This design comes from an exercise in tuning for small area and a short achievable clock period on the open sky130 flow, not from production work. The RTL was checked by simulation tests, not by an equivalence proof against the original design. Power figures rest on the tool's default switching activity, not on a simulated workload.

Setup of the baseline:
Design router_extended, start of the top module:
module router_extended (
  input  wire        clk,
  input  wire        rst,
  input  wire        start,
  input  wire [2:0]  cond_sel,
  input  wire [3:0]  opcode,
  input  wire [15:0] op_a,
  input  wire [15:0] op_b,
  output reg         busy,
  output reg         done,
  output reg  [31:0] result
);
  wire f_bin = (opcode <= 4'd2);
  wire f_dec = (opcode >= 4'd3)   && (opcode <= 4'd5);
  wire f_duo = (opcode >= 4'd6) && (opcode <= 4'd8);
  reg [1:0] cls_in;
  always @(*) begin
    case (cond_sel)
      3'd0:    cls_in = f_bin ? 2'd0 : f_dec ? 2'd2 : 2'd1;
      3'd1:    cls_in = f_dec ? 2'd0 : 2'd1;
      3'd2:    cls_in = f_duo ? 2'd0 : f_bin ? 2'd1 : 2'd2;
      3'd4:    cls_in = (f_bin | f_dec) ? 2'd0 : 2'd1;
      default: cls_in = (f_bin | f_dec | f_duo) ? 2'd0 : 2'd2;
    endcase
  end
  reg  [1:0] cls;
  reg  [3:0] cnt;
  reg        idle;
  wire       last  = (cls == 2'd0) ? (cnt == 4'd2) :
                     (cls == 2'd1) ? (cnt == 4'd7) : (cnt == 4'd9);
  wire       load  = idle | ((cls == 2'd1) ? (cnt == 4'd4) : (cnt == 4'd6));
  always @(posedge clk) begin
    cls <= cls_in;
    if (rst) begin
      busy <= 1'b0;
      idle <= 1'b1;
      done <= 1'b0;
      cnt  <= 4'd0;
    end else begin
      done <= ~idle & last;
      if (idle) begin
        busy <= start;
        idle <= ~start;
        cnt  <= 4'd0;
      end else if (last) begin
        busy <= 1'b0;
        idle <= 1'b1;
      end else begin
        cnt <= cnt + 4'd1;
      end
    end
  end
  wire is_add = (opcode == 4'd0) || (opcode == 4'd3) || (opcode == 4'd6);
  ...
Size: about 800 cells after synthesis, roughly 110 flip-flops, ~76 I/O pins.
Settings: LEC_CHECK=0, ABC_CLOCK_PERIOD_IN_PS=1000, CAP_MARGIN=20, CORE_MARGIN=2, CORE_UTILIZATION=40, CTS_BUF_LIST=sky130_fd_sc_hd__clkbuf_4 sky130_fd_sc_hd__clkbuf_8, SLEW_MARGIN=20; clock period 10.0 ns.
standard.sh (not shown) runs the stock make flow with config.mk's settings and CLKGATE_MAP_FILE= SYNTH_SCRIPT=/design/flow/synth_recipe.tcl, a recipe that flattens the netlist after the stock synthesis.
==> flow/flow/run.sh <==
#!/bin/bash
# The standard layout, with buf_2 cells as the port buffers and timing
# repair aimed past the 10 ns constraint.
set -euo pipefail
bash standard.sh SETUP_SLACK_MARGIN=5.5 "BUFFER_PORTS_ARGS=-buffer_cell sky130_fd_sc_hd__buf_2" finish > standard.log 2>&1
The final layout from the baseline, which completed every stage, passed the timing, DRC and antenna checks at the end of the flow.
Changes in the candidate relative to the baseline:
- PLACE_DENSITY now 0.8, previously not set
- ABC_CLOCK_PERIOD_IN_PS no longer set, was 1000
==> flow/flow/run.sh <==
#!/bin/bash
# The standard layout, with buf_2 cells as the port buffers and timing
# repair aimed past the 10 ns constraint.
set -euo pipefail
bash standard.sh SETUP_SLACK_MARGIN=5.8 "BUFFER_PORTS_ARGS=-buffer_cell sky130_fd_sc_hd__buf_2" finish > standard.log 2>&1
==> summary.txt <==
- The candidate improves on the baseline in fmax.
- Looking at worst hold slack after final layout, the candidate sits 11 ps above the baseline.
- The baseline -> the candidate: worst-skew pair later-pin latency flat
- The candidate ends up with lower routed wire length than the baseline does.
- Status: final area parity (the baseline, the candidate)

Setup of the previous run:
router_extended again, from the RTL that the note above started with.
export LEC_CHECK = 0
export ABC_CLOCK_PERIOD_IN_PS = 400
export CAP_MARGIN = 20
export CORE_MARGIN = 2
export CORE_UTILIZATION = 40
export CTS_BUF_LIST = sky130_fd_sc_hd__clkbuf_4 sky130_fd_sc_hd__clkbuf_8
export SLEW_MARGIN = 20
create_clock -name core_clock -period 10.0 [get_ports {clk}]
==> flow/flow/run.sh <==
#!/bin/bash
# The standard layout, with buf_2 cells as the port buffers and timing
# repair aimed past the 10 ns constraint.
set -euo pipefail
bash standard.sh SETUP_SLACK_MARGIN=6 "BUFFER_PORTS_ARGS=-buffer_cell sky130_fd_sc_hd__buf_2" finish > standard.log 2>&1
Modified inputs, the current run compared to the previous run
Settings: ABC_CLOCK_PERIOD_IN_PS no longer set, was 400; PLACE_DENSITY now 0.8, previously not set.
==> flow/flow/run.sh <==
#!/bin/bash
# The standard layout, with buf_2 cells as the port buffers and timing
# repair aimed past the 10 ns constraint.
set -euo pipefail
bash standard.sh SETUP_SLACK_MARGIN=6.3 "BUFFER_PORTS_ARGS=-buffer_cell sky130_fd_sc_hd__buf_2" finish > standard.log 2>&1
Results
Looking at most heavily used metal layer in global routing, the met2 result is from the current run; the met1 one comes from the previous run.
The current run does worse than the previous run on design area.
Share of post-route cells with drive strength above 1: lower on the previous run
Via count of the first global-routing pass: the previous run vs the current run — no meaningful difference

router_extended again, from the RTL that the note above started with.
==> flow/config.mk <==
export PLATFORM = sky130hd
export DESIGN_NAME = router_extended
export DESIGN_NICKNAME = router_extended
export VERILOG_FILES = /design/flow/design.v
export SDC_FILE = /design/flow/constraint.sdc
export NUM_CORES = 4
export LEC_CHECK = 0
export ABC_CLOCK_PERIOD_IN_PS = 1000
export CAP_MARGIN = 20
export CORE_MARGIN = 2
export CORE_UTILIZATION = 40
export CTS_BUF_LIST = sky130_fd_sc_hd__clkbuf_4 sky130_fd_sc_hd__clkbuf_8
export SLEW_MARGIN = 20
==> flow/constraint.sdc <==
create_clock -name core_clock -period 10.0 [get_ports {clk}]
set_input_delay 2.0000 -clock core_clock [delete_from_list [all_inputs] [get_ports {clk}]]
set_output_delay 2.0000 -clock core_clock [all_outputs]
set_load 0.01 [all_outputs]
==> flow/flow/run.sh <==
#!/bin/bash
# The standard layout, with buf_4 cells as the port buffers and timing
# repair aimed past the 10 ns constraint.
set -euo pipefail
bash standard.sh SETUP_SLACK_MARGIN=6 "BUFFER_PORTS_ARGS=-buffer_cell sky130_fd_sc_hd__buf_4" finish > standard.log 2>&1
The first run completed without violations.
==> next run, changes <==
==> flow/flow/run.sh (replaced) <==
#!/bin/bash
# The standard layout, with buf_2 cells as the port buffers and timing
# repair aimed past the 10 ns constraint.
set -euo pipefail
bash standard.sh SETUP_SLACK_MARGIN=6 "BUFFER_PORTS_ARGS=-buffer_cell sky130_fd_sc_hd__buf_2" finish > standard.log 2>&1
- ABC_CLOCK_PERIOD_IN_PS: 1000 -> unset
- PLACE_DENSITY: unset -> 0.8
Critical path depth shrinks by 1.
Final area shrinks by 1.3%.
Area after synthesis does not change.
Power grows by 4.8%.
Cell count hardly moves.

## separate check: timing with driven ports
How much do the figures lean on ideal ports? The routed layouts below were timed once more, with nothing changed but the port constraints. Step 1, drivers: a clkbuf_16 drives clk and a buf_2 each remaining input, both assumed. Step 2 times the ports against the registers' clock, not the clock port: input delays grow and output delays shrink by t, the midpoint of the rising clock arrivals with the driver on. Three values: no drivers, after step 1, after step 2; two values: the first two.
| run | t, ns | setup WS [ns] | worst setup path at the end |
|---|---|---|---|
| the baseline | 0.480 | 5.954 / 5.954 / 5.638 | input to register |
| the candidate | 0.483 | 6.036 / 6.036 / 5.732 | input to register |
| the previous run | 0.484 | 6.158 / 6.158 / 5.771 | input to register |
| the current run | 0.485 | 6.223 / 6.223 / 5.965 | input to register |
| the first run of note 3 | 0.466 | 6.147 / 6.147 / 5.714 | input to register |
| the second run of note 3 | 0.480 | 6.194 / 6.210 / 5.729 | input to register |
After both steps every run listed still meets setup and hold. For the second run of note 3, which loses most, drivers alone change the setup slack by +0.016 ns; drivers and shift together by -0.465 ns.
